Context: an optimization exercise on an open-source flow, tuned for a short achievable clock period and few clock cycles. The choices shown serve that exercise and are no tape-out recipe.
Function was checked by simulation only, so behaviour that the tests miss may differ from the original.

==> job 5831: inputs <==
==> flow/design.v (excerpt) <==
module Integration(input clk,
	 input rst,
	 output [31:0]mem_addr,
	 output [31:0]mem_wdata,
	 output mem_we,
	 input [31:0]mem_rdata
 );
clock: 8.0 ns
lec_check: 0
abc_clock_period_in_ps: 2000
cap_margin: 20
core_margin: 2
core_utilization: 40
setup_slack_margin: 5
slew_margin: 20
run.sh (not shown) runs the stock make flow with config.mk's settings and CLKGATE_MAP_FILE= SYNTH_SCRIPT=/design/flow/synth_recipe.tcl, a recipe that flattens the netlist after the stock synthesis.
==> job 1405 (differences from job 5831) <==
--- a/flow/design.v
+++ b/flow/design.v
@@ -56,11 +56,11 @@
 	wire [31:0] sum = e_x ^ {kg[5][30:0], e_sub};
 	wire [31:0] res = sum;
 	reg br_pend;
 	reg [9:0] br_tgt;
 	wire e_exec = e_valid & ~stall & ~br_pend;
-	wire e_taken = e_exec & e_beq & e_tgt_nz & ~|e_x;
+	wire e_taken = e_exec & e_beq & e_tgt_nz & ~|(e_p & ~e_g);    
 	wire m_next = e_exec & e_mem;
 	wire [4:0] d_rs = d_ir[25:21];
 	wire [4:0] d_rt = d_ir[20:16];
 	wire [4:0] d_rd = d_ir[15:11];
 	wire [9:0] d_tgt = d_pc + 10'd1 + d_ir[9:0];
@@ -74,17 +74,14 @@
 		for (k = 0; k < 10; k = k + 1) begin
 			rf_a = rf_a | (rf[k] & {32{d_rs_oh[k]}});
 			rf_b = rf_b | (rf[k] & {32{d_rt_oh[k]}});
 		end
 	end
-	reg c_ea, c_eb, c_wa, c_wb;
-	wire e_byp_a = e_exec & e_rwe & c_ea;
-	wire e_byp_b = e_exec & e_rwe & c_eb;
+	reg c_ea, c_eb;
+	reg e_byp_a, e_byp_b, w_byp_a, w_byp_b;
 	wire e_ldb_a = e_exec & e_ldwe & c_ea;
 	wire e_ldb_b = e_exec & e_ldwe & c_eb;
-	wire w_byp_a = w_we & c_wa;
-	wire w_byp_b = w_we & c_wb;
 	wire [4:0] d_wa = d_isr ? d_rd : d_rt;
 	wire [31:0] aw = w_byp_a ? w_res : rf_a;
 	wire [31:0] bw = w_byp_b ? w_res : rf_b;
 	wire d_mem = d_isld | d_isst;
 	wire [31:0] d_imm = {{16{d_ir[15]}}, d_ir[15:0]};
@@ -97,22 +94,26 @@
 	wire f_same = (f_rs == f_rt) | (f_rs >= 5'd10 & f_rt >= 5'd10);
 	wire [9:0] pc_inc = pc_f + 10'd1;
 	wire f_isr = (mem_rdata[31:26] == OP_R);
 	wire f_isld = (mem_rdata[31:26] == OP_LW);
 	wire d_redirect = ~br_pend & d_valid & d_isbeq & d_same & d_tgt_nz;
-	wire take_j = f_isj & ~br_pend & ~d_redirect;
+	wire smc_hit = m_st & ((e_valid & (m_addr[9:0] == e_pc)) |
+	                       (d_valid & (m_addr[9:0] == d_pc)));
+	wire [9:0] smc_pc = e_valid ? e_pc : d_pc;
 	wire [9:0] pc_other = br_pend ? br_tgt : (d_redirect ? d_tgt : pc_inc);
+	wire j_en = ~stall & ~br_pend & ~d_redirect;
+	wire [9:0] pc_keep = stall ? (smc_hit ? smc_pc : pc_f) : pc_other;
+	wire [9:0] a_keep = stall ? (smc_hit ? smc_pc : pc_f) : (m_next ? sum[9:0] : pc_other);
+	wire [9:0] pc_next = (f_isj & j_en) ? mem_rdata[9:0] : pc_keep;
+	wire [9:0] a_next = (f_isj & j_en & ~m_next) ? mem_rdata[9:0] : a_keep;
 	reg [9:0] f_rs_oh, f_rt_oh;
 	always @(*) begin
 		for (k = 0; k < 10; k = k + 1) begin
 			f_rs_oh[k] = (mem_rdata[25:21] == k);
 			f_rt_oh[k] = (mem_rdata[20:16] == k);
 		end
 	end
-	wire smc_hit = m_st & ((e_valid & (m_addr[9:0] == e_pc)) |
-	                       (d_valid & (m_addr[9:0] == d_pc)));
-	wire [9:0] smc_pc = e_valid ? e_pc : d_pc;
 	reg ld_a, ld_b;      
 	wire [31:0] ld_a_val = ld_a ? mem_rdata : e_a;
 	wire [31:0] ld_b_val = ld_b ? mem_rdata : e_b;
 	wire [31:0] ld_opb_val = (ld_b & e_opb_b) ? (mem_rdata ^ {32{e_sub}}) : e_opb;
 	wire [31:0] carry = {kg[5][30:0], e_sub};
@@ -152,25 +153,29 @@
 		e_p <= csel(carry, np_1, np_0);
 		e_gc <= csel(carry, ng_1 | {31'b0, np_1[0] & ncin}, ng_0 | {31'b0, np_0[0] & ncin}) & {32{nand_}};
 		e_pp <= csel(carry, np_1, np_0) & {32{nand_}};
 	end
 	always @(posedge clk) begin
+		m_addr <= sum;
+		m_data <= e_b;
+	end
+	always @(posedge clk) begin
 		if (stall) begin
 			w_wa <= m_wa;
-			c_wa <= (d_rs == {1'b0, m_wa});
-			c_wb <= (d_rt == {1'b0, m_wa});
+			w_byp_a <= m_ldwe & (d_rs == {1'b0, m_wa});
+			w_byp_b <= m_ldwe & (d_rt == {1'b0, m_wa});
 			w_res <= mem_rdata;
 		end else begin
 			w_wa <= e_wa[3:0];
-			c_wa <= (f_rs == e_wa);
-			c_wb <= (f_rt == e_wa);
+			w_byp_a <= e_exec & e_rwe & (f_rs == e_wa);
+			w_byp_b <= e_exec & e_rwe & (f_rt == e_wa);
 			c_ea <= (f_rs == d_wa);
 			c_eb <= (f_rt == d_wa);
+			e_byp_a <= d_valid & d_rwe & (f_rs == d_wa);
+			e_byp_b <= d_valid & d_rwe & (f_rt == d_wa);
 			w_res <= res;
 			m_wa <= e_wa[3:0];
-			m_addr <= sum;
-			m_data <= e_b;
 			e_pc <= d_pc;
 			e_rwe <= d_rwe;
 			e_ldwe <= d_ldwe;
 			e_wa <= d_wa;
 			ld_a <= e_ldb_a;
@@ -201,10 +206,17 @@
 	end
 	always @(posedge clk or posedge rst) begin
 		if (rst) begin
 			pc_f <= 0;
 			a_lo <= 0;
+		end else begin
+			pc_f <= pc_next;
+			a_lo <= a_next;
+		end
+	end
+	always @(posedge clk or posedge rst) begin
+		if (rst) begin
 			d_valid <= 0;
 			e_valid <= 0;
 			m_active <= 0;
 			m_st <= 0;
 			m_ldwe <= 0;
@@ -217,22 +229,17 @@
 			w_we <= m_ldwe;
 			br_pend <= 0;
 			if (smc_hit) begin
 				e_valid <= 0;
 				d_valid <= 0;
-				pc_f <= smc_pc;
-				a_lo <= smc_pc;
-			end else
-				a_lo <= pc_f;
+			end
 		end else begin
 			m_active <= m_next;
 			m_st <= e_exec & e_st;
 			m_ldwe <= e_exec & e_ldwe;
 			w_we <= e_exec & e_rwe;
 			br_pend <= e_taken;
 			e_valid <= d_valid & ~br_pend;
 			d_valid <= ~br_pend & ~d_redirect;
-			pc_f <= take_j ? mem_rdata[9:0] : pc_other;
-			a_lo <= (take_j & ~m_next) ? mem_rdata[9:0] : (m_next ? sum[9:0] : pc_other);
 		end
 	end
 endmodule
==> flow/flow/run.sh (new file) <==
#!/bin/bash
set -euo pipefail
export BUFFER_PORTS_ARGS="-inputs -outputs -buffer_cell sky130_fd_sc_hd__buf_8"
bash standard.sh SETUP_SLACK_MARGIN=6 MATCH_CELL_FOOTPRINT=0 finish > run_make.log 2>&1
==> flow/standard.sh (new file) <==
#!/bin/bash
# synth_recipe.tcl (not shown) runs the flow's synth.tcl, then flattens the netlist and writes it again
# the make line also repeats each setting of config.mk as NAME=value (left out here)
make -C /OpenROAD-flow-scripts/flow DESIGN_CONFIG=/design/flow/config.mk WORK_HOME=/design/flow/orfs CLKGATE_MAP_FILE= SYNTH_SCRIPT=/design/flow/synth_recipe.tcl "${@:-finish}"
==> flow/config.mk (replaced) <==
export PLATFORM = sky130hd
export DESIGN_NAME = Integration
export DESIGN_NICKNAME = Integration
export VERILOG_FILES = /design/flow/design.v
export SDC_FILE = /design/flow/constraint.sdc
export NUM_CORES = 4
export LEC_CHECK = 0
export CAP_MARGIN = 20
export CORE_MARGIN = 2
export CORE_UTILIZATION = 40
export SLEW_MARGIN = 20
removed: flow/run.sh
==> job 5106 (differences from job 5831) <==
==> flow/design.v (replaced) <==
`timescale 1ns / 1ps
module Integration(input clk,
	 input rst,
	 output [31:0]mem_addr,
	 output [31:0]mem_wdata,
	 output mem_we,
	 input [31:0]mem_rdata
 );
	localparam OP_R = 6'b000000, OP_LW = 6'b100011, OP_SW = 6'b101011,
	           OP_BEQ = 6'b000100, OP_J = 6'b001000;
	reg [31:0] rf [0:9];
	reg [9:0] pc_f;      
	reg [9:0] a_lo;      
	reg d_valid;
	reg [31:0] d_ir;
	reg [9:0] d_pc;
	reg [9:0] d_pc1;     
	reg [31:0] d_ra, d_rb, d_pval;
	reg d_pw_a, d_pw_b;
	reg e_valid;
	reg [9:0] e_pc;
	reg e_rwe;           
	reg e_ldwe;          
	reg [4:0] e_wa;      
	reg e_mem, e_st, e_beq;
	reg [31:0] e_a, e_b, e_opb;
	reg [31:0] e_g, e_p, e_gc, e_pp;
	reg e_b_w;           
	reg e_opb_b;         
	reg e_sub, e_and;
	reg [9:0] e_tgt;
	reg e_tgt_nz;        
	reg m_active, m_st, m_ldwe;
	reg [3:0] m_wa;
	reg [31:0] m_addr, m_data;
	reg w_we;
	reg [3:0] w_wa;
	reg [31:0] w_res;
	wire stall = m_active;
	wire [31:0] kg [0:5];
	wire [31:0] kp [0:5];
	assign kg[0] = e_gc;     
	assign kp[0] = e_pp;
	genvar gl, gi;
	generate
		for (gl = 0; gl < 5; gl = gl + 1) begin : ks
			for (gi = 0; gi < 32; gi = gi + 1) begin : b
				if (gi >= (1 << gl)) begin : c
					assign kg[gl + 1][gi] = kg[gl][gi] | (kp[gl][gi] & kg[gl][gi - (1 << gl)]);
					assign kp[gl + 1][gi] = kp[gl][gi] & kp[gl][gi - (1 << gl)];
				end else begin : n
					assign kg[gl + 1][gi] = kg[gl][gi];
					assign kp[gl + 1][gi] = kp[gl][gi];
				end
			end
		end
	endgenerate
	wire [31:0] e_x = e_and ? e_g : (e_p & ~e_g);
	wire [31:0] sum = e_x ^ {kg[5][30:0], e_sub};
	wire [31:0] res = sum;
	reg br_pend;
	reg [9:0] br_tgt;
	wire e_exec = e_valid & ~stall & ~br_pend;
	wire e_taken = e_exec & e_beq & e_tgt_nz & ~|(e_p & ~e_g);    
	wire m_next = e_exec & e_mem;
	wire [4:0] d_rs = d_ir[25:21];
	wire [4:0] d_rt = d_ir[20:16];
	wire [4:0] d_rd = d_ir[15:11];
	wire [9:0] d_tgt = d_pc1 + d_ir[9:0];
	wire d_tgt_nz = |d_ir[9:0];
	wire [5:0] d_op = d_ir[31:26];
	wire d_isr = (d_op == OP_R);
	wire d_isld = (d_op == OP_LW);
	wire d_isst = (d_op == OP_SW);
	wire d_isbeq = (d_op == OP_BEQ);
	wire d_same = (d_rs == d_rt) | (d_rs >= 5'd10 & d_rt >= 5'd10);
	wire d_sub = d_isr & (d_ir[5:0] == 6'd1);
	wire d_and = d_isr & (d_ir[5:0] == 6'd2);
	wire d_rwe = d_isr & (d_rd < 5'd10);
	wire d_ldwe = d_isld & (d_rt < 5'd10);
	wire [31:0] rf_a = d_pw_a ? d_pval : d_ra;
	wire [31:0] rf_b = d_pw_b ? d_pval : d_rb;
	reg c_ea, c_eb;
	reg e_byp_a, e_byp_b, w_byp_a, w_byp_b;
	wire e_ldb_a = e_exec & e_ldwe & c_ea;
	wire e_ldb_b = e_exec & e_ldwe & c_eb;
	wire [4:0] d_wa = d_isr ? d_rd : d_rt;
	wire [31:0] aw = w_byp_a ? w_res : rf_a;
	wire [31:0] bw = w_byp_b ? w_res : rf_b;
	wire d_mem = d_isld | d_isst;
	wire [31:0] d_imm = {{16{d_ir[15]}}, d_ir[15:0]};
	wire f_isj = ~mem_rdata[31] & ~mem_rdata[30] & mem_rdata[29] &
	             ~mem_rdata[28] & ~mem_rdata[27] & ~mem_rdata[26];
	wire [4:0] f_rs = mem_rdata[25:21];
	wire [4:0] f_rt = mem_rdata[20:16];
	wire [9:0] pc_inc = pc_f + 10'd1;
	wire d_redirect = ~br_pend & d_valid & d_isbeq & d_same & d_tgt_nz;
	wire smc_hit = m_st & ((e_valid & (m_addr[9:0] == e_pc)) |
	                       (d_valid & (m_addr[9:0] == d_pc)));
	wire [9:0] smc_pc = e_valid ? e_pc : d_pc;
	wire [9:0] pc_other = br_pend ? br_tgt : pc_inc;
	wire j_en = ~stall & ~br_pend & ~d_redirect;
	wire [9:0] pc_keep = stall ? (smc_hit ? smc_pc : pc_f) : pc_other;
	wire [9:0] a_keep = stall ? (smc_hit ? smc_pc : pc_f) : (m_next ? sum[9:0] : pc_other);
	wire d_take = ~stall & ~br_pend & d_redirect;
	wire [9:0] pc_next = d_take ? d_tgt : ((f_isj & j_en) ? mem_rdata[9:0] : pc_keep);
	wire [9:0] a_next = (d_take & ~m_next) ? d_tgt :
	                    ((f_isj & j_en & ~m_next) ? mem_rdata[9:0] : a_keep);
	reg [31:0] f_ra, f_rb;
	integer k;
	always @(*) begin
		f_ra = 32'b0;
		f_rb = 32'b0;
		for (k = 0; k < 10; k = k + 1) begin
			f_ra = f_ra | (rf[k] & {32{f_rs == k}});
			f_rb = f_rb | (rf[k] & {32{f_rt == k}});
		end
	end
	reg ld_a, ld_b;      
	wire [31:0] ld_a_val = ld_a ? mem_rdata : e_a;
	wire [31:0] ld_b_val = ld_b ? mem_rdata : e_b;
	wire [31:0] ld_opb_val = (ld_b & e_opb_b) ? (mem_rdata ^ {32{e_sub}}) : e_opb;
	wire [31:0] carry = {kg[5][30:0], e_sub};
	wire [31:0] a_c0 = e_byp_a ? e_x : aw;
	wire [31:0] a_c1 = e_byp_a ? ~e_x : aw;
	wire [31:0] b_c0 = e_byp_b ? e_x : bw;
	wire [31:0] b_c1 = e_byp_b ? ~e_x : bw;
	wire [31:0] o_c0 = d_mem ? d_imm : (b_c0 ^ {32{d_sub}});
	wire [31:0] o_c1 = d_mem ? d_imm : (b_c1 ^ {32{d_sub}});
	wire [31:0] na_0 = stall ? ld_a_val : a_c0;
	wire [31:0] na_1 = stall ? ld_a_val : a_c1;
	wire [31:0] no_0 = stall ? ld_opb_val : o_c0;
	wire [31:0] no_1 = stall ? ld_opb_val : o_c1;
	wire nand_ = stall ? ~e_and : ~d_and;
	wire ncin = stall ? e_sub : d_sub;
	wire [31:0] ng_0 = na_0 & no_0;
	wire [31:0] ng_1 = na_1 & no_1;
	wire [31:0] np_0 = na_0 | no_0;
	wire [31:0] np_1 = na_1 | no_1;
	function [31:0] csel(input [31:0] c, input [31:0] v1, input [31:0] v0);
		csel = (c & v1) | (~c & v0);
	endfunction
	assign mem_addr = {m_addr[31:10], a_lo};
	assign mem_wdata = m_data;
	assign mem_we = we_q;
	always @(posedge clk) begin
		if (w_we)
			rf[w_wa[3:0]] <= w_res;
	end
	always @(posedge clk) begin
		e_a <= stall ? ld_a_val : aw;
		e_b <= stall ? ld_b_val : bw;
		e_opb <= stall ? ld_opb_val : (d_mem ? d_imm : (bw ^ {32{d_sub}}));
		e_b_w <= stall ? (e_b_w & ~ld_b) : e_byp_b;
		e_g <= csel(carry, ng_1, ng_0);
		e_p <= csel(carry, np_1, np_0);
		e_gc <= csel(carry, ng_1 | {31'b0, np_1[0] & ncin}, ng_0 | {31'b0, np_0[0] & ncin}) & {32{nand_}};
		e_pp <= csel(carry, np_1, np_0) & {32{nand_}};
	end
	always @(posedge clk) begin
		m_addr <= sum;
		m_data <= e_b_w ? w_res : e_b;
	end
	always @(posedge clk) begin
		if (stall) begin
			w_wa <= m_wa;
			w_byp_a <= m_ldwe & (d_rs == {1'b0, m_wa});
			w_byp_b <= m_ldwe & (d_rt == {1'b0, m_wa});
			w_res <= mem_rdata;
		end else begin
			w_wa <= e_wa[3:0];
			w_byp_a <= e_exec & e_rwe & (f_rs == e_wa);
			w_byp_b <= e_exec & e_rwe & (f_rt == e_wa);
			c_ea <= (f_rs == d_wa);
			c_eb <= (f_rt == d_wa);
			e_byp_a <= d_valid & d_rwe & (f_rs == d_wa);
			e_byp_b <= d_valid & d_rwe & (f_rt == d_wa);
			w_res <= res;
			m_wa <= e_wa[3:0];
			e_pc <= d_pc;
			e_rwe <= d_rwe;
			e_ldwe <= d_ldwe;
			e_wa <= d_wa;
			ld_a <= e_ldb_a;
			ld_b <= e_ldb_b;
			e_mem <= d_valid & (d_isld | d_isst);
			e_st <= d_isst;
			e_beq <= d_isbeq & ~d_same;
			e_opb_b <= ~(d_isld | d_isst);
			e_sub <= d_sub;
			e_and <= d_and;
			br_tgt <= e_tgt;
			e_tgt <= d_tgt;
			e_tgt_nz <= d_tgt_nz;
			d_ir <= mem_rdata;
			d_pc <= pc_f;
			d_pc1 <= pc_inc;
			d_ra <= f_ra;
			d_rb <= f_rb;
			d_pval <= w_res;
			d_pw_a <= w_we & (f_rs == {1'b0, w_wa});
			d_pw_b <= w_we & (f_rt == {1'b0, w_wa});
		end
	end
	always @(posedge clk or posedge rst) begin
		if (rst)
			pc_f <= 0;
		else if (~boot_bad)
			pc_f <= pc_next;
	end
	reg we_q;
	reg rst_seen;        
	reg up;              
	always @(posedge clk)
		rst_seen <= rst;
	always @(posedge clk or posedge rst) begin
		if (rst)
			up <= 0;
		else
			up <= 1;
	end
	wire boot_bad = ~up & ~rst_seen;
	always @(posedge clk) begin
		if (rst) begin
			a_lo <= 0;
			we_q <= 0;
		end else begin
			a_lo <= boot_bad ? pc_f : a_next;
			we_q <= e_exec & e_st;
		end
	end
	always @(posedge clk or posedge rst) begin
		if (rst) begin
			d_valid <= 0;
			e_valid <= 0;
			m_active <= 0;
			m_st <= 0;
			m_ldwe <= 0;
			w_we <= 0;
			br_pend <= 0;
		end else if (stall) begin
			m_active <= 0;
			m_st <= 0;
			m_ldwe <= 0;
			w_we <= m_ldwe;
			br_pend <= 0;
			if (smc_hit) begin
				e_valid <= 0;
				d_valid <= 0;
			end
		end else begin
			m_active <= m_next;
			m_st <= e_exec & e_st;
			m_ldwe <= e_exec & e_ldwe;
			w_we <= e_exec & e_rwe;
			br_pend <= e_taken;
			e_valid <= d_valid & ~br_pend;
			d_valid <= ~br_pend & ~d_redirect & ~boot_bad;
		end
	end
endmodule
==> flow/flow/run.sh (new file) <==
#!/bin/bash
set -euo pipefail
export BUFFER_PORTS_ARGS="-inputs -outputs -buffer_cell sky130_fd_sc_hd__buf_8"
bash standard.sh SETUP_SLACK_MARGIN=6 MATCH_CELL_FOOTPRINT=0 finish > run_make.log 2>&1
==> flow/standard.sh (new file) <==
#!/bin/bash
# synth_recipe.tcl (not shown) runs the flow's synth.tcl, then flattens the netlist and writes it again
# the make line also repeats each setting of config.mk as NAME=value (left out here)
make -C /OpenROAD-flow-scripts/flow DESIGN_CONFIG=/design/flow/config.mk WORK_HOME=/design/flow/orfs CLKGATE_MAP_FILE= SYNTH_SCRIPT=/design/flow/synth_recipe.tcl "${@:-finish}"
==> flow/config.mk (replaced) <==
export PLATFORM = sky130hd
export DESIGN_NAME = Integration
export DESIGN_NICKNAME = Integration
export VERILOG_FILES = /design/flow/design.v
export SDC_FILE = /design/flow/constraint.sdc
export NUM_CORES = 4
export LEC_CHECK = 0
export CAP_MARGIN = 20
export CORE_MARGIN = 2
export CORE_UTILIZATION = 40
export SLEW_MARGIN = 20
removed: flow/run.sh
==> notes <==
Against job 5831, the hold slack of job 5106 is higher by 0.0014 ns.
Of job 1405 and job 5831, job 1405 has the higher register-to-register slack (gap 0.23 ns).
Flip-flop and latch count: job 5831 < job 1405 < job 5106.
Clock skew: job 1405 is higher than job 5831 (0.0027 ns).
Against job 1405, the setup slack of job 5831 is worse by 0.20 ns.
Area after synthesis, lowest first: job 5831, job 1405, job 5106.
Sequential share of layout area, lowest first: job 1405, job 5106, job 5831.
Of job 5831 and job 1405, job 1405 has the higher core utilization (gap 10 points).
The highest routed wire length belongs to job 5106, the lowest to job 5831.
The lowest non-clock buffer count belongs to job 5831, the highest to job 5106.
Testbench counts of job 5831, summed over its fixed seeds: cycles 10,250.
Testbench counts of job 1405, summed over its fixed seeds: cycles 10,250.
Testbench counts of job 5106, summed over its fixed seeds: cycles 10,250.

[afterwards: timing with drivers on the ports]
The flow's constraints put no driver on any port. The routed layouts listed below were extracted and timed again, unchanged, in two steps. Step 1 sets driving cells, clkbuf_16 on the clock port and buf_2 on the other inputs (assumed; they add their load-dependent delay and slew). Step 2, shift: input delay + t, output delay - t, t = (earliest + latest rising clock arrival at the registers) / 2. This alone moves slack from input paths to output paths. Slacks: no drivers / after step 1 / after step 2; pairs: no drivers / after step 1.
| run | t, ns | slack for setup (ns) | worst setup path after step 2 | clock arrival spread, ns | worst register clock-pin slew, ns |
|---|---|---|---|---|---|
| job 5831 | 0.708 | 4.955 / 4.955 / 4.376 | input to register | 0.048 / 0.048 | 0.07 / 0.07 |
| job 1405 | 0.736 | 5.152 / 5.085 / 4.628 | input to register | 0.049 / 0.049 | 0.07 / 0.07 |
| job 5106 | 0.769 | 5.205 / 5.172 / 4.525 | input to register | 0.032 / 0.032 | 0.07 / 0.07 |
After both steps setup and hold are still met in every run listed. For job 5106, which loses most, drivers alone change the setup slack by -0.033 ns; drivers and shift together by -0.680 ns.
